This is an optimization exercise on Yosys and OpenROAD, whose aim is small area, not a production implementation.
Only simulation tests tie the RTL to the original design; equivalence was not proved.
Power and IR drop assume default switching activity.

**flow/config.mk**
```make
export PLATFORM = sky130hd
export DESIGN_NAME = pong_main
export DESIGN_NICKNAME = pong_main
export VERILOG_FILES = /design/flow/design.v
export SDC_FILE = /design/flow/constraint.sdc
export NUM_CORES = 4
export LEC_CHECK = 0
export CAP_MARGIN = 20
export CORE_MARGIN = 2
export CORE_UTILIZATION = 40
export SLEW_MARGIN = 20
```
**flow/constraint.sdc**
```tcl
create_clock -name core_clock -period 10.0 [get_ports {CLK}]
set_input_delay 2.0000 -clock core_clock [delete_from_list [all_inputs] [get_ports {CLK}]]
set_output_delay 2.0000 -clock core_clock [all_outputs]
set_load 0.01 [all_outputs]
```
**flow/design.v**
```verilog
module pong_main
#(
  parameter SCR_W = 1280,
  parameter SCR_H = 720,
  parameter SIM = 1'b0
)
(
  input  wire        CLK,
  input  wire        RST,
  input  wire [10:0] H_CNT,
  input  wire [10:0] V_CNT,
  input  wire        EncA_QA,
  input  wire        EncA_QB,
  input  wire        EncB_QA,
  input  wire        EncB_QB,
  output wire [7:0]  RED,
  output wire [7:0]  GREEN,
  output wire [7:0]  BLUE,
  output wire [3:0]  LED
);
  function [11:0] add11;             
    input [10:0] a, b;
    integer i;
    reg c;
    begin
      c = 1'b0;
      for (i = 0; i < 11; i = i + 1) begin
        add11[i] = a[i] ^ b[i] ^ c;
        c = (a[i] & b[i]) | ((a[i] ^ b[i]) & c);
      end
      add11[11] = c;
    end
  endfunction
  function [11:0] add11c;            
    input [10:0] a, b;
    input        ci;
    integer i;
    reg c;
    begin
      c = ci;
      for (i = 0; i < 11; i = i + 1) begin
        add11c[i] = a[i] ^ b[i] ^ c;
        c = (a[i] & b[i]) | ((a[i] ^ b[i]) & c);
      end
      add11c[11] = c;
    end
  endfunction
  function [10:0] addk11;            
    input [10:0] a;
    input        en, dn;
    integer i;
    reg c, k;
    begin
      c = 1'b0;
      for (i = 0; i < 11; i = i + 1) begin
        k = (i == 0) ? en : (en & dn);
        addk11[i] = a[i] ^ k ^ c;
        c = (a[i] & k) | ((a[i] ^ k) & c);
      end
    end
  endfunction
  function [6:0] addk7;              
    input [6:0] a;
    input       en, dn;
    integer i;
    reg c, k;
    begin
      c = 1'b0;
      for (i = 0; i < 7; i = i + 1) begin
        k = (i == 0) ? en : (en & dn);
        addk7[i] = a[i] ^ k ^ c;
        c = (a[i] & k) | ((a[i] ^ k) & c);
      end
    end
  endfunction
  function [8:0] mul5;               
    input [6:0] a;
    integer i;
    reg c;
    reg [8:0] x, y;
    begin
      x = {2'b00, a};
      y = {a, 2'b00};
      c = 1'b0;
      for (i = 0; i < 9; i = i + 1) begin
        mul5[i] = x[i] ^ y[i] ^ c;
        c = (x[i] & y[i]) | ((x[i] ^ y[i]) & c);
      end
    end
  endfunction
  function [3:0] addk4;              
    input [3:0] a;
    input       en;
    integer i;
    reg c;
    begin
      c = en;
      for (i = 0; i < 4; i = i + 1) begin
        addk4[i] = a[i] ^ c;
        c = c & a[i];
      end
    end
  endfunction
  function gec12;                    
    input [11:0] x, k;
    integer i;
    reg ge;
    begin
      ge = 1'b1;
      for (i = 0; i < 12; i = i + 1)
        ge = k[i] ? (x[i] & ge) : (x[i] | ge);
      gec12 = ge;
    end
  endfunction
  function win;                      
    input [10:0] y;
    input [11:0] a;
    win = gec12({1'b0, y}, a - 12'd7) & ~gec12({1'b0, y}, a + 12'd8);
  endfunction
  localparam [3:0] START = 4'd0, RLM = 4'd1, LRM = 4'd2, LRUL = 4'd3,
                   LRUR = 4'd4, LRL = 4'd5, TBR = 4'd6, BTR = 4'd7,
                   RLL = 4'd8, BTL = 4'd9;
  reg [10:0] lf;           
  reg [3:0]  hb;           
  reg [10:0] bhn;          
  reg [6:0]  jl, jr;       
  reg        apre, bpre;
  reg [3:0]  seg;
  reg [4:0]  u;            
  reg        mv;           
  wire [10:0] bh = ~bhn;
  wire start = (seg == START);
  wire [11:0] sh = ~add11(~H_CNT, bh);
  wire in_h = gec12(sh, 12'd2041) & ~gec12(sh, 12'd2056);
  wire cp   = (seg == LRL) | (seg == TBR) | (seg == BTL);              
  wire [11:0] y2s = add11c(V_CNT, bh ^ {11{cp}}, cp);
  wire [10:0] y2 = y2s[10:0];
  wire w_lrul = win(y2, 12'd379);
  wire w_r    = win(y2, 12'd1624);
  wire w_btr  = win(y2, 12'd1081);
  wire w_lrl  = win(y2, 12'd341);
  wire w_tbr  = win(y2, 12'd1689);
  wire w_btl  = win(y2, 12'd1846);
  wire bh_btr_lo = gec12({1'b0, bh}, 12'd1074) & ~gec12({1'b0, bh}, 12'd1082);   
  wire bh_btr_hi = gec12({1'b0, bh}, 12'd1082) & ~gec12({1'b0, bh}, 12'd1089);   
  wire bh_btl_lo = gec12({1'b0, bh}, 12'd202) & ~gec12({1'b0, bh}, 12'd210);
  wire bh_btl_hi = gec12({1'b0, bh}, 12'd195) & ~gec12({1'b0, bh}, 12'd202);
  reg in_v;
  always @(*) begin
    case (seg)
      LRUL:       in_v = w_lrul;
      LRUR, RLL:  in_v = w_r;
      BTR:        in_v = w_btr & ~bh_btr_lo & ~(bh_btr_hi & ~V_CNT[10]);
      LRL:        in_v = w_lrl;
      TBR:        in_v = w_tbr;
      BTL:        in_v = w_btl & ~bh_btl_lo & ~(bh_btl_hi & ~V_CNT[10]);
      default:    in_v = gec12({1'b0, V_CNT}, 12'd353) & ~gec12({1'b0, V_CNT}, 12'd368);
    endcase
  end
  wire ball = in_h & in_v & (bhn[10:3] != 8'hFF);
  wire top  = (V_CNT == 11'd0) | (V_CNT == 11'd719);
  wire [6:0]  jp = H_CNT[10] ? jr : jl;
  wire [8:0]  t5 = mul5(jp);
  wire [11:0] sp = ~add11(~V_CNT, {2'b00, t5});
  wire pcol = (H_CNT == 11'd3) | (H_CNT == 11'd11) | (H_CNT == 11'd1272) | (H_CNT == 11'd1280);
  wire pad  = pcol & gec12(sp, 12'd2138) & ~gec12(sp, 12'd2319);
  wire white = ball | top;
  assign RED   = {8{white | pad}};
  assign GREEN = {8{white}};
  assign BLUE  = {8{white}};
  wire lf_z    = (lf[9:0] == 10'd0);
  wire lf_wrap = lf[10] & lf_z;
  always @(posedge CLK or posedge RST)
    if (RST) begin
      lf <= 11'd0;
      hb <= 4'd0;
    end else begin
      lf <= {lf[9:0], lf[10] ^ lf[8] ^ lf_z};
      hb <= addk4(hb, lf_wrap);
    end
  assign LED = hb;
  wire a_fall = apre & ~EncA_QA;
  wire b_fall = bpre & ~EncB_QA;
  wire jl_max = jl[6] & jl[3];                        
  wire jl_min = (jl == 7'd0);
  wire jr_max = jr[6] & jr[3];
  wire jr_min = (jr == 7'd0);
  wire a_en = a_fall & ~(EncA_QB ? jl_min : jl_max);
  wire b_en = b_fall & ~(EncB_QB ? jr_min : jr_max);
  always @(posedge CLK or posedge RST)
    if (RST) begin
      apre <= 1'b0;
      bpre <= 1'b0;
      jl   <= 7'd36;
      jr   <= 7'd36;
    end else begin
      apre <= EncA_QA;
      bpre <= EncB_QA;
      jl   <= addk7(jl, a_en, EncA_QB);
      jr   <= addk7(jr, b_en, EncB_QB);
    end
  wire l_top = gec12({5'd0, jl}, 12'd37) & ~gec12({5'd0, jl}, 12'd55);
  wire l_bot = gec12({5'd0, jl}, 12'd18) & ~gec12({5'd0, jl}, 12'd36);
  wire l_mid = (jl == 7'd36);
  wire r_top = gec12({5'd0, jr}, 12'd37) & ~gec12({5'd0, jr}, 12'd55);
  wire r_bot = gec12({5'd0, jr}, 12'd18) & ~gec12({5'd0, jr}, 12'd36);
  reg       go_start, stay;
  reg [3:0] nseg;
  wire at_1271 = bh[10] & (&bh[7:4]) & (&bh[2:0]);              
  wire at_1264 = bh[10] & (&bh[7:4]) & ~bh[2] & ~bh[1] & ~bh[0];  
  wire at_369  = bh[8] & (&bh[6:4]) & bh[0];                    
  wire at_370  = bh[8] & (&bh[6:4]) & bh[1];                    
  wire at_913  = ~bh[10] & ~bh[6] & ~bh[5] & ~(|bh[3:1]);       
  wire at_1272 = bh[10] & (&bh[7:3]);                           
  always @(*) begin
    go_start = 1'b0;
    stay     = 1'b0;
    nseg     = seg;
    case (seg)
      RLM:  if (bh == 11'd0) go_start = 1'b1;
            else if (bh == 11'd19) begin
              if (l_bot)      nseg = LRL;
              else if (l_top) nseg = LRUL;
              else if (l_mid) nseg = LRM;
            end
      LRM:  if (at_1271) go_start = 1'b1;
            else if (at_1264) begin
              if (r_top)      nseg = LRUR;
              else if (r_bot) nseg = RLL;
            end
      LRUL: if (at_369) nseg = TBR;
      LRL:  if (at_370) nseg = BTR;
      RLL:  if (at_913) nseg = BTL;
      BTL:  if (bh == 11'd8) go_start = 1'b1;
      TBR:  if (at_1272) go_start = 1'b1;
            else stay = 1'b1;
      default:                        
            if (at_1272) go_start = 1'b1;
    endcase
  end
  wire u_z   = (u[3:0] == 4'd0);
  wire step  = ~start & ~mv & u[4] & u_z;
  wire left  = (seg == RLM) | (seg == RLL) | (seg == BTL);
  wire h_en  = step | (mv & stay);
  wire [10:0] bhn_step = addk11(bhn, h_en, ~left);
  always @(posedge CLK or posedge RST)
    if (RST) begin
      seg <= START;
      u   <= 5'd0;
      mv  <= 1'b0;
      bhn <= ~11'd640;
    end else begin
      bhn <= (mv & go_start) ? ~11'd640 : bhn_step;
      if (start)
        seg <= RLM;
      else if (mv) begin
        if (go_start) begin
          seg <= START;
          mv  <= 1'b0;
        end else if (!stay) begin
          seg <= nseg;
          mv  <= 1'b0;
        end
      end else begin
        u  <= {u[3:0], u[4] ^ u[2] ^ u_z};
        mv <= step;
      end
    end
endmodule
```
**flow/flow/run.sh**
```bash
#!/bin/bash
# Layout flow: the standard flow (standard.sh), with three changes.
#  1. After the standard synthesis, its combinational logic is optimised
#     further; flip-flops (names and cells), full adders and half adders are
#     kept.  polarity.py picks the polarity of each full adder so that fewer
#     inverters sit between adders, ports and flip-flops; remap.sh re-maps the
#     remaining gates with ABC for area.  The result is proven equivalent to
#     the standard netlist (flip-flops cut, SAT on a miter) before it replaces
#     it; if anything fails the standard netlist is kept.
#  2. The port buffers are the smallest buffer (buf_1) instead of the default
#     choice (a delay cell).
#  3. Clock tree synthesis uses clkbuf_8 buffers and no dummy loads.
# Each tool writes its full output to its own log file in this folder.
set -euo pipefail
export BUFFER_PORTS_ARGS="-buffer_cell sky130_fd_sc_hd__buf_1"
export CTS_ARGS="-sink_clustering_enable -repair_clock_nets -dont_use_dummy_load -buf_list sky130_fd_sc_hd__clkbuf_8 -sink_clustering_size 16 -sink_clustering_max_diameter 100"

bash standard.sh synth > standard_synth.log 2>&1

R=orfs/results/${FLOW_PLATFORM}/pong_main/base
LIB=${FLOW_HOME}/platforms/${FLOW_PLATFORM}/lib/sky130_fd_sc_hd__tt_025C_1v80.lib
YOSYS=$(dirname "${FLOW_HOME}")/tools/install/yosys/bin/yosys
mkdir -p opt
cp "$R/1_2_yosys.v" opt/standard.v

optimise() {
  python3 flow/polarity.py opt/standard.v opt/polarity.v > opt/polarity.log 2>&1 || return 1
  # several ABC scripts (and random seeds), run side by side; the smallest
  # result is used
  local scripts=(
    "strash;&get,-n;&deepsyn,-T,30,-S,1;&put;dch;map,-a;topo;strash;dch;map,-a;topo"
    "strash;&get,-n;&deepsyn,-T,30,-S,2;&put;dch;map,-a;topo;strash;dch;map,-a;topo"
    "strash;&get,-n;&deepsyn,-T,30,-S,3;&put;dch;map,-a;topo;strash;dch;map,-a;topo"
    "strash;&get,-n;&deepsyn,-T,30,-S,4;&put;dch,-f;map,-a,-B,0;topo"
    "strash;&get,-n;&deepsyn,-T,30,-S,5;&put;dch;map,-a;topo"
    "strash;&get,-n;&deepsyn,-T,30,-S,6;&put;dch;map,-a;topo;strash;dch;map,-a;topo"
    "strash;&get,-n;&deepsyn,-T,30,-S,7;&put;dch;map,-a;topo;strash;dch;map,-a;topo"
    "strash;&get,-n;&deepsyn,-T,30,-S,8;&put;dch,-f;map,-a,-B,0;topo"
  )
  local best="" best_area="" i a
  for i in "${!scripts[@]}"; do
    bash flow/remap.sh opt/polarity.v opt/remap$i.v "$LIB" "$YOSYS" "${scripts[$i]}" > opt/remap_sh$i.log 2>&1 &
    if (( i % 4 == 3 )); then wait; fi
  done
  wait
  for i in "${!scripts[@]}"; do
    [[ -s opt/remap$i.v ]] || continue
    a=$(python3 flow/area.py "$LIB" opt/remap$i.v) || continue
    echo "script $i: ${scripts[$i]} area $a" >> opt/remap_choice.log
    if [[ -z "$best" ]] || python3 -c "import sys; sys.exit(0 if $a < $best_area else 1)"; then
      best=opt/remap$i.v; best_area=$a
    fi
  done
  [[ -n "$best" ]] || return 1
  echo "chosen: $best" >> opt/remap_choice.log
  cp "$best" opt/remap.v || return 1
  python3 flow/cutff.py opt/standard.v opt/standard_cut.v > opt/cutff.log 2>&1 || return 1
  python3 flow/cutff.py opt/remap.v opt/remap_cut.v >> opt/cutff.log 2>&1 || return 1
  cat > opt/equiv.ys <<EOT
read_liberty -ignore_miss_func $LIB
read_verilog opt/standard_cut.v
rename pong_main gold
read_verilog opt/remap_cut.v
rename pong_main gate
flatten gold gate
miter -equiv -flatten -make_outputs gold gate miter
hierarchy -top miter
sat -verify -prove trigger 0 miter
EOT
  "$YOSYS" -l opt/equiv.log opt/equiv.ys > /dev/null 2>&1 || return 1
  grep -q 'SUCCESS' opt/equiv.log || return 1
  # same flip-flops, by name and cell
  diff <(grep -o 'sky130_fd_sc_hd__df[a-z0-9_]* *[^ (]*' opt/standard.v | sort) \
       <(grep -o 'sky130_fd_sc_hd__df[a-z0-9_]* *[^ (]*' opt/remap.v | sort) > opt/ff_diff.log || return 1
}

if optimise; then
  cp opt/remap.v "$R/1_2_yosys.v"
  rm -f "$R/1_synth.odb" "$R/1_synth.sdc"
  echo "optimised netlist used" > opt/status.txt
else
  echo "optimisation failed; standard netlist kept" > opt/status.txt
fi

bash standard.sh > standard.log 2>&1
```
**flow/flow/area.py**
```python
#!/usr/bin/env python3
"""Print the total cell area of a mapped netlist.  usage: area.py LIB NETLIST"""
import re, sys
area = {}
cell = None
for line in open(sys.argv[1]):
    m = re.match(r'\s*cell\s*\(\s*"?([\w]+)"?\s*\)', line)
    if m: cell = m.group(1); continue
    m = re.match(r'\s*area\s*:\s*([\d.]+)', line)
    if m and cell and cell not in area: area[cell] = float(m.group(1))
t = open(sys.argv[2]).read()
print('%.4f' % sum(area[c] for c in re.findall(r'^\s*(sky130_fd_sc_hd__\w+)\s+\S+\s*\(', t, re.M)))
```
**flow/flow/cutff.py**
```python
#!/usr/bin/env python3
"""Cut every flip-flop out of a mapped netlist: its outputs become inputs of
the module and its inputs outputs of it, named after the flip-flop, so that
two netlists with the same flip-flops can be checked for combinational
equivalence.  usage: cutff.py IN.v OUT.v"""
import re, sys
src = open(sys.argv[1]).read()
inst_re = re.compile(r'^(\s*)(sky130_fd_sc_hd__df\w+)\s+(\\\S+\s|\S+)\s*\((.*?)\);', re.S | re.M)
pin_re = re.compile(r'\.(\w+)\(([^()]*)\)')
ports, decls, assigns = [], [], []
def esc(x): return x + ' ' if x.startswith('\\') else x
def rep(m):
    name = re.sub(r'[^A-Za-z0-9_]', '_', m.group(3).strip().lstrip('\\'))
    for pin, net in pin_re.findall(m.group(4)):
        net = net.strip()
        p = 'ff_%s_%s' % (name, pin)
        ports.append(p)
        if pin in ('Q', 'Q_N'):
            decls.append('  input %s;' % p); assigns.append('  assign %s = %s;' % (esc(net), p))
        else:
            decls.append('  output %s;' % p); assigns.append('  assign %s = %s;' % (p, esc(net)))
    return ''
src = inst_re.sub(rep, src)
m = re.search(r'module\s+(\S+)\s*\((.*?)\);', src, re.S)
src = src[:m.end(2)] + ', ' + ', '.join(ports) + src[m.end(2):]
i = src.index(';', src.index('module')) + 1
src = src[:i] + '\n' + '\n'.join(decls) + '\n' + src[i:]
j = src.rindex('endmodule')
src = src[:j] + '\n'.join(assigns) + '\n' + src[j:]
open(sys.argv[2], 'w').write(src)
```
**flow/flow/polarity.py**
```python
#!/usr/bin/env python3
"""Choose a polarity for each full adder cell of a mapped netlist.

A full adder is self-dual: fa(~a, ~b, ~c) = ~fa(a, b, c).  Synthesis leaves
inverters between adder cells, and between adders and ports or flip-flops,
where the chosen polarity of neighbouring adders disagrees.  This script
picks, per adder, whether to use the inverted form so that as few such
"hard" inverters as possible are needed, then writes the netlist with the
flipped adders wrapped in inverters; a following logic re-mapping removes
the inverter pairs this creates.

usage: polarity.py IN.v OUT.v
"""
import re, sys, random

src = open(sys.argv[1]).read()
m = re.search(r'^(\s*)(sky130_fd_sc_hd__\w+)\s+(\S+)\s*\(', src, re.M)
head = src[:m.start()]
tail = src[src.rindex('endmodule'):]
body = src[m.start():src.rindex('endmodule')]
inst_re = re.compile(r'\s*(sky130_fd_sc_hd__\w+)\s+(\S+)\s*\((.*?)\);', re.S)
pin_re = re.compile(r'\.(\w+)\(([^()]*)\)')
insts = []
pos = 0
for mm in inst_re.finditer(body):
    assert body[pos:mm.start()].strip() == '', body[pos:mm.start()][:200]
    pos = mm.end()
    pins = {k: v.strip() for k, v in pin_re.findall(mm.group(3))}
    insts.append([mm.group(1), mm.group(2), pins])
assert body[pos:].strip() == ''

OUTS = {'X', 'Y', 'Q', 'Q_N', 'SUM', 'COUT'}
def is_inv(c): return re.search(r'__(inv|clkinv)_\d+$', c) is not None
def is_fa(c): return re.search(r'__fa_\d+$', c) is not None
def is_hard(c): return re.search(r'__(df\w*|fa_\d+|ha_\d+|conb_\d+)$', c) is not None

drv = {}
loads = {}
for i, (c, n, p) in enumerate(insts):
    for k, v in p.items():
        if k in OUTS: drv[v] = (i, k)
        else: loads.setdefault(v, []).append((i, k))

# ports
ports_out = set()
for mm in re.finditer(r'^\s*output\s+(\[(\d+):(\d+)\]\s*)?(\S+);', head, re.M):
    if mm.group(1):
        for b in range(int(mm.group(3)), int(mm.group(2)) + 1): ports_out.add('%s[%d]' % (mm.group(4), b))
    else: ports_out.add(mm.group(4))

def source(net):
    """(root net, parity) following inverters back."""
    par = 0
    while net in drv and is_inv(insts[drv[net][0]][0]):
        net = insts[drv[net][0]][2]['A']; par ^= 1
    return net, par

def root_kind(net):
    if net not in drv: return ('port', None)
    i, k = drv[net]
    c = insts[i][0]
    if is_fa(c): return ('fa', i)
    if is_hard(c): return ('hard', None)
    return ('soft', None)

fas = [i for i, (c, n, p) in enumerate(insts) if is_fa(c)]
# hard sinks: fa inputs, other hard cell inputs, output ports
# constraints: for each hard root net r (kind port/hard/fa), list of (sink fa or None, parity)
groups = {}
for i, (c, n, p) in enumerate(insts):
    if is_inv(c): continue
    if not is_hard(c): continue
    for k, v in p.items():
        if k in OUTS: continue
        r, par = source(v)
        kind, a = root_kind(r)
        if kind == 'soft': continue
        groups.setdefault(r, []).append((a, i if is_fa(c) else None, par))
for po in ports_out:
    r, par = source(po)
    kind, a = root_kind(r)
    if kind == 'soft' or r == po and par == 0: continue
    groups.setdefault(r, []).append((a, None, par))

fl = {i: 0 for i in fas}
def cost(fl):
    t = 0
    for r, lst in groups.items():
        if any(par ^ (fl[a] if a is not None else 0) ^ (fl[b] if b is not None else 0) for a, b, par in lst):
            t += 1
    return t
best = cost(fl)
start = best
improved = True
random.seed(1)
while improved:
    improved = False
    for i in fas:
        fl[i] ^= 1
        c = cost(fl)
        if c < best: best = c; improved = True
        else: fl[i] ^= 1
print('hard inverted nets: %d -> %d, flipped %d of %d adders' % (start, best, sum(fl.values()), len(fas)), file=sys.stderr)

# rewrite
def esc(x):
    return x + ' ' if x.startswith('\\') else x
out = []
k = [0]
def newnet():
    k[0] += 1
    return '_pol%d_' % k[0]
for i, (c, n, p) in enumerate(insts):
    if is_fa(c) and fl[i]:
        newp = {}
        for pin, v in p.items():
            w = newnet()
            if pin in OUTS:
                out.append('  sky130_fd_sc_hd__inv_1 %s_po%s (.A(%s), .Y(%s));' % (n, pin, w, esc(v)))
            else:
                out.append('  sky130_fd_sc_hd__inv_1 %s_pi%s (.A(%s), .Y(%s));' % (n, pin, esc(v), w))
            newp[pin] = w
        p = newp
    out.append('  %s %s (%s);' % (c, esc(n), ', '.join('.%s(%s)' % (a, esc(b)) for a, b in p.items())))
wires = ''.join('  wire _pol%d_;\n' % j for j in range(1, k[0] + 1))
open(sys.argv[2], 'w').write(head + wires + '\n'.join(out) + '\n' + tail)
```
**flow/flow/remap.sh**
```bash
#!/bin/bash
# remap.sh IN.v OUT.v LIB YOSYS [ABC_SCRIPT]
# Re-maps the combinational logic of a mapped netlist with ABC, keeping the
# flip-flops, full adders and half adders as they are.
set -euo pipefail
in=$1; out=$2; lib=$3; yosys=$4
script=${5:-"strash;&get,-n;&deepsyn,-T,20;&put;dch;map,-a;topo"}
ys=$out.ys
{
  echo "read_liberty -ignore_miss_func $lib"
  echo "read_verilog $in"
  echo "hierarchy -top pong_main"
  for c in $(grep -o 'sky130_fd_sc_hd__\(df\|fa_\|ha_\|conb_\)[a-z0-9_]*' "$in" | sort -u); do echo "blackbox $c"; done
  echo "flatten"
  echo "opt_clean -purge"
  echo "abc -liberty $lib -dont_use *lpflow* -dont_use *probe* -script +$script"
  echo "opt_clean -purge"
  echo "splitnets"
  echo "opt_clean -purge"
  echo "hilomap -singleton -hicell sky130_fd_sc_hd__conb_1 HI -locell sky130_fd_sc_hd__conb_1 LO"
  echo "insbuf -buf sky130_fd_sc_hd__buf_4 A X"
  echo "opt_clean -purge"
  echo "stat -liberty $lib"
  echo "write_verilog -noattr -noexpr $out"
} > "$ys"
"$yosys" -q -l "$out.log" "$ys" > /dev/null
```
**flow/standard.sh**
```bash
#!/bin/bash
# synth_recipe.tcl (not shown) runs the flow's synth.tcl, then flattens the netlist and writes it again
# the make line also repeats each setting of config.mk as NAME=value (left out here)
make -C /OpenROAD-flow-scripts/flow DESIGN_CONFIG=/design/flow/config.mk WORK_HOME=/design/flow/orfs CLKGATE_MAP_FILE= SYNTH_SCRIPT=/design/flow/synth_recipe.tcl "${@:-finish}"
```
==> impl_results.md, run 1 <==
- MaxCap Viol Count: 0
- Layout cells sized above 1: under 10%
- CTS Hold Bufs: 0
- Detailed placement HPWL: 7.42 mm
- Syn_nets: approximately 570
- Psw: 0.000312 W
- Initial antenna violation count: 0
- Combinational power share: 47.9%
- Placed cells: 614
- Setup violations, final: 0
- Multi-input logic area: 2480 um2
- DR WL/cell: roughly 15 um
- Clock transition at path regs: 0.09 ns
- Via/cell ratio: roughly 5.3
- Core Footprint: between 10000 and 15000 um2
- Max Fclk: a little over 0.1 GHz
- Most common cell after layout, fill and taps aside: clkinv_1
- Antenna Cells: 0
- Ports: between 50 and 60
- Via count: roughly 3300
- Outcome: finished clean
- Slew headroom: 32.7%
- Initial core utilization: 40.6%
- Final Hold Violating Endpoints: 0
- Post-Syn Area per Cell: 9.13 um2
- Critical Path RT: ~8 ns
- Reg power frac: between 30% and 40%
- TNS Setup: 0 ns
- Critical Path AT: roughly 7.7 ns
- Post-Syn Instances: 476
- CP max FO: 8
- Slew @ Worst Pin: 1.01 ns
- Root Driver: clkbuf_8
- Worst VDD drop: ~0.11 mV
- DIE AREA: ~12000 um2
- Final std cells w/o fill: 619
- Vias in the first global route: 3260
- Total track usage: between 15 and 20%
- Gpl congestion: about 0.96
- Synth warn: 1
- Slew Limit Fails: 0
- Crit path launch type: input port
- Die height: between 100 and 150 um
- Post-CTS Resized: 0
- LEAKAGE: 1.81 nW
- RSZ-0062 raised after global routing: no
- Final worst-path cycle share: a little over nine tenths
- Nets: between 500 and 600
- Int Power: around 0.00045 W
- Synth Cell Area: around 4300 um2
- First-pass GRT wire length: ~16 mm
- Routed wire length: 9.04 mm
- Post-CTS Setup Repair Bufs: 0
- Worst-Skew Late Latency: roughly 0.30 ns
- Clock Skews: slightly below 0.02 ns
- Initial drt markers: 203
- Clk pwr share: a little over an eighth
- Site row count: 38
- Port Buffers: 55
- Remaining antenna violation count: 0
- Clock tree from TritonCTS: done
- Die width: approximately 110 um
- Most frequent cells in the layout: clkinv_1, buf_1, fa_1, nor2_1, dfrtp_1
- Tmin final: between 9 and 10 ns
- Grt ovf: 0
- Pwr per Cell Area: approximately 170 nW/um2
- Crit Path Class: in2out
- Length of the first detailed-routing pass in iterations: 4
- H-tree levels: 2
- Sink Count: 52
- Sw Ratio: about two fifths
- Inserted Clock Buffers: 5
- Layout fillers: about 1100
- Max Buffers Root-to-Sink: 2
- Largest net degree at the start of global routing: 53
- Register area: roughly 1300 um2
- Area Growth Syn to Fin: 3.74%
- Worst min-delay path class: reg2reg
- CP Capture Type: output pin
- Drc violations: 0
## worst max-delay path, stage by stage
cell and delay [ns]:
buf_1 0.12, clkinv_1 0.09, nor2_1 0.06, o21bai_1 0.17
fa_1 0.40, fa_1 0.39, fa_1 0.39, fa_1 0.38
fa_1 0.39, fa_1 0.39, fa_1 0.40, fa_1 0.41
fa_1 0.52, clkinv_1 0.11, a2111oi_0 0.40, a22oi_1 0.13
o21ai_0 0.21, a22oi_1 0.11, o21ai_2 0.15, o21bai_1 0.25
buf_1 0.20
## area by class of cell
cell class | count | share of cell area, %
inverter | 64 | 5.36
sequential | 52 | 29.2
tap | 140 | 3.89
timing repair buffer | 57 | 4.91
clock buffer | 5 | 1.53
multi-input combinational | 301 | 55.1
## sequential cells by signal, summed over array words and instances, names as in the netlist
register,count
mv,1
u,5
bhn,11
seg,4
apre,1
lf,11
jr,7
hb,4
jl,7
bpre,1
## through the flow
| stage | setup slack (ns) | instance area, um2 | utilization (%) | total power (W) | hold slack, ns |
|---|---|---|---|---|---|
| 3_5_place_dp | 0.341 | 4440 | 41.5 | 0.000666 | 0.362 |
| 4_1_cts | 0.388 | 4510 | 42.1 | 0.000777 | 0.374 |
| 2_1_floorplan | 0.172 | 4350 | - | 0.000591 | 0.354 |
| 5_1_grt | 0.0394 | 4510 | 42.1 | 0.000846 | 0.392 |
| 6_report | 0.337 | 4510 | 42.1 | 0.000762 | 0.368 |
| 3_3_place_gp | 0.527 | 4440 | 41.5 | 0.000657 | 0.358 |
## layer usage
| layer | global-route usage (%) | wire length (um) |
|---|---|---|
| met1 | 24.2 | 4170 |
| met2 | 27.8 | 4220 |
| met3 | 1.93 | 525 |
| met4 | 3.85 | 117 |
| met5 | 0 | 0 |
## final timing paths
path,from,end,slack [ns],depth (start not counted)
hold / removal,lf[0],lf[1],0.37,0
min in group asynchronous,RST,hb[1],1.82,2
setup reg to reg,seg[1],bhn[10],3.45,19
max in group asynchronous,RST,u[4],7.64,2
hold reg to reg,lf[0],lf[1],0.37,0
setup / recovery,V_CNT[0],RED[4],0.34,21
## power by group through the flow
stage               registers, W  clock network, W  logic (W)
floorplan               0.000283                 0   0.000309
global placement        0.000298                 0   0.000359
detailed placement      0.000298                 0   0.000368
CTS                     0.000294          0.000110   0.000373
global route            0.000301          0.000117   0.000429
finish                  0.000293          0.000104   0.000365
==> inputs of run 2 (changes only) <==
--- a/flow/flow/run.sh
+++ b/flow/flow/run.sh
@@ -36,6 +36,10 @@
     "strash;&get,-n;&deepsyn,-T,30,-S,6;&put;dch;map,-a;topo;strash;dch;map,-a;topo"
     "strash;&get,-n;&deepsyn,-T,30,-S,7;&put;dch;map,-a;topo;strash;dch;map,-a;topo"
     "strash;&get,-n;&deepsyn,-T,30,-S,8;&put;dch,-f;map,-a,-B,0;topo"
+    "strash;&get,-n;&deepsyn,-T,30,-S,1;&put;&get,-n;&dch,-f;&nf,-R,1000;&put;topo"
+    "strash;&get,-n;&deepsyn,-T,30,-S,6;&put;&get,-n;&dch,-f;&nf,-R,1000;&put;topo"
+    "strash;&get,-n;&deepsyn,-T,30,-S,9;&put;&get,-n;&dch,-f;&nf,-R,1000;&put;topo"
+    "strash;&get,-n;&deepsyn,-T,30,-S,10;&put;&get,-n;&dch,-f;&nf,-R,1000;&put;topo"
   )
   local best="" best_area="" i a
   for i in "${!scripts[@]}"; do
==> run 2 against run 1 <==
Still clean on timing, DRC and antenna. Clock power barely moved. Synthesized cell count decreased by 12%. Power increased by 11%. Die area fell by 0.17%. Critical path type unchanged. Highest routed layer unchanged.
==> impl_results.md, run 2 <==
- Crit path from: V_CNT[0]
- Post-DP Area: 4470 um2 (+0.85%)
- Final std cells w/o fill: 571 (-7.8%)
- Synth warn: 1 (unchanged)
- Max Buffers Root-to-Sink: 2 (unchanged)
- Max Fclk: 0.103 GHz (-0.33%)
- Detailed placement HPWL: 7.42 mm (about the same)
- Routed wire length: 9.34 mm (+3.4%)
- Vias in the first global route: 3159 (-3.1%)
- Post-Syn Instances: 419 (-12%)
- Most frequent cells in the layout: buf_1, fa_1, dfrtp_1, clkinv_1, nand2_1
- Combinational power share: 51.5% (+3.6 points)
- Initial antenna violation count: 0 (unchanged)
- Biggest regs: bhn x11, lf x11
- Pwr per Cell Area: 186 nW/um2 (+10%)
- Initial core utilization: 40.5% (-0.070 points)
- First-pass GRT wire length: 15.9 mm (+0.53%)
- Clock tree from TritonCTS: done
- Die height: 108 um (about the same)
- Slew @ Worst Pin: 0.871 ns (-0.134 ns)
- Reg power frac: 36.0% (-2.4 points)
- Via/cell ratio: 5.44 (+2.7%)
- Sink Count: 52 (unchanged)
- R2r endpoint: bhn[10]
- Critical Path RT: 8.00 ns (about the same)
- Via count: 3107 (-5.2%)
- Most common cell after layout, fill and taps aside: buf_1
- Outcome: finished clean
- Die width: 108 um (about the same)
- Drc violations: 0 (unchanged)
- CP max FO: 8 (unchanged)
- Syn_nets: 509 (-10%)
- Clock transition at path regs: 0.10 ns (about the same)
- Length of the first detailed-routing pass in iterations: 4 (unchanged)
- Post-Place Worst Slack: 0.210 ns (-0.130 ns)
- DR WL/cell: 16.4 um (+12%)
- Post-CTS Setup Repair Bufs: 0 (unchanged)
- Remaining antenna violation count: 0 (unchanged)
- Synth Cell Area: 4340 um2 (-0.17%)
- Final WS setup: 0.304 ns (-0.0324 ns)
- Crit Path Class: in2out
- Inserted Clock Buffers: 5 (unchanged)
- DIE AREA: 11700 um2 (-0.17%)
- Setup violations, final: 0 (unchanged)
- Clock Skews: 0.0180 ns (-0.00175 ns)
- Initial drt markers: 204 (+0.49%)
- LEAKAGE: 1.78 nW (-1.6%)
- Nets: 523 (-8.4%)
- Placed cells: 566 (-7.8%)
- Gpl congestion: 0.914 (-4.6%)
- Worst VDD drop: 0.124 mV (+18%)
- Grt ovf: 0 (unchanged)
- Core Footprint: 10700 um2 (unchanged)
- Final Hold Violating Endpoints: 0 (unchanged)
- Layout cells sized above 1: 7.42% (-0.091 points)
- Critical path endpoint: RED[7]
- Slew headroom: 41.9% (+9.2 points)
- Root Driver: clkbuf_8
- Psw: 0.000362 W (+16%)
- Site row count: 38 (unchanged)
- Clk pwr share: 12.6% (-1.1 points)
- Antenna Cells: 0 (unchanged)
- Ports: 56 (unchanged)
- Port Buffers: 55 (unchanged)
- Sw Ratio: 42.6% (+1.6 points)
- Critical Path AT: 7.70 ns (+0.04 ns)
- Tmin final: 9.70 ns (+0.0324 ns)
- Worst reg2reg startpoint: seg[1]
- Worst min-delay path class: reg2reg
- Worst-Skew Late Latency: 0.31 ns (about the same)
- R2R Setup Slk: 4.31 ns (+0.86 ns)
- Area Growth Syn to Fin: 5.22%
- Crit path launch type: input port
- Int Power: 0.000488 W (+8.5%)
- Total track usage: 17.4% (+0.51 points)
- CP Capture Type: output pin
- Post-Syn Area per Cell: 10.4 um2 (+13%)
- CTS Hold Bufs: 0 (unchanged)
- Final worst-path cycle share: 97.0% (+0.32 points)
- MaxCap Viol Count: 0 (unchanged)
- Fin area: 4560 um2 (+1.2%)
- Slew Limit Fails: 0 (unchanged)
- Overall Power: 0.000850 W (+11%)
- H-tree levels: 2 (unchanged)
- Largest net degree at the start of global routing: 53 (unchanged)
- Path depth of the worst reg2reg path: 15 (-4)
run 2: critical path: stages:
cell and delay (ns):
buf_1 0.09, nor2_1 0.12, a21oi_1 0.07, fa_1 0.40, fa_1 0.39, fa_1 0.39, fa_1 0.39, fa_1 0.39
fa_1 0.39, fa_1 0.39, fa_1 0.39, fa_2 0.57, or4b_1 0.45, a221o_1 0.28, a21oi_1 0.14, a211oi_1 0.07
a211oi_2 0.18, a31oi_1 0.07, o21ai_2 0.18, a41o_2 0.19, buf_1 0.17
run 2: through the flow:
stage / utilization, % / TNS [ns] / hold slack, ns
floorplan: - / 0 / 0.354
global placement: 41.8 / 0 / 0.365
detailed placement: 41.8 / 0 / 0.361
CTS: 42.5 / 0 / 0.385
global route: 42.7 / -0.0279 / 0.391
finish: 42.7 / 0 / 0.382
run 2: routing by layer:
metal	vias up	GRT usage (%)	part of all wire, %
li1	1467	-	-
met1	1533	25.1	46
met2	97	27.4	47
met3	10	2.89	6.0
met4	0	4.85	1.3
met5	-	0	0
run 2: cell type report:
type / instances / area [um2]
fill: 1055 / 6130
multi-input combinational: 291 / 2660
tap: 140 / 175
timing repair buffer: 60 / 251
sequential: 52 / 1320
clock buffer: 5 / 68.8
inverter: 23 / 87.6
run 2: worst min-delay path by stage:
stage               start  endpoint  slack, ns  cells after the start
floorplan           lf[4]     lf[5]       0.35                      0
global placement    lf[9]    lf[10]       0.36                      0
detailed placement  lf[1]     lf[2]       0.36                      0
CTS                 lf[1]     lf[2]       0.39                      0
global route        lf[2]     lf[3]       0.39                      0
finish              lf[1]     lf[2]       0.38                      0
run 2: power groups by stage:
stage	combinational [W]	sequential [W]	clock [W]
6_report	0.000438	0.000306	0.000107
5_1_grt	0.000502	0.000316	0.000121
4_1_cts	0.000438	0.000307	0.000112
3_5_place_dp	0.000436	0.000311	0
3_3_place_gp	0.000428	0.000311	0
2_1_floorplan	0.000337	0.000290	0
run 2: what timing repair did:
action,CTS,global route
hold endpoints to repair,0,0
setup endpoints to repair,0,24
resized for setup,0,8

## re-timing with driven ports
The results above use ideal ports. As a check the final layouts listed here were re-extracted and re-timed, cells and wires unchanged. Step 1, drivers: a clkbuf_16 drives CLK and a buf_2 each remaining input, both assumed. Step 2 times the ports against the registers' clock, not the clock port: input delays grow and output delays shrink by t, the midpoint of the rising clock arrivals with the driver on. a / b / c = no drivers / after step 1 / after step 2; a / b = the first two.
run | shift t [ns] | slack for setup (ns) | cell pins on the clock port's net
run 1 | 0.315 | 0.337 / 0.315 / 0.315 | 1
run 2 | 0.324 | 0.304 / 0.280 / 0.280 | 1
After both steps every run listed still meets setup and hold. The setup slack of run 2, which loses most, moves by -0.024 ns with the drivers and by -0.024 ns with both steps.
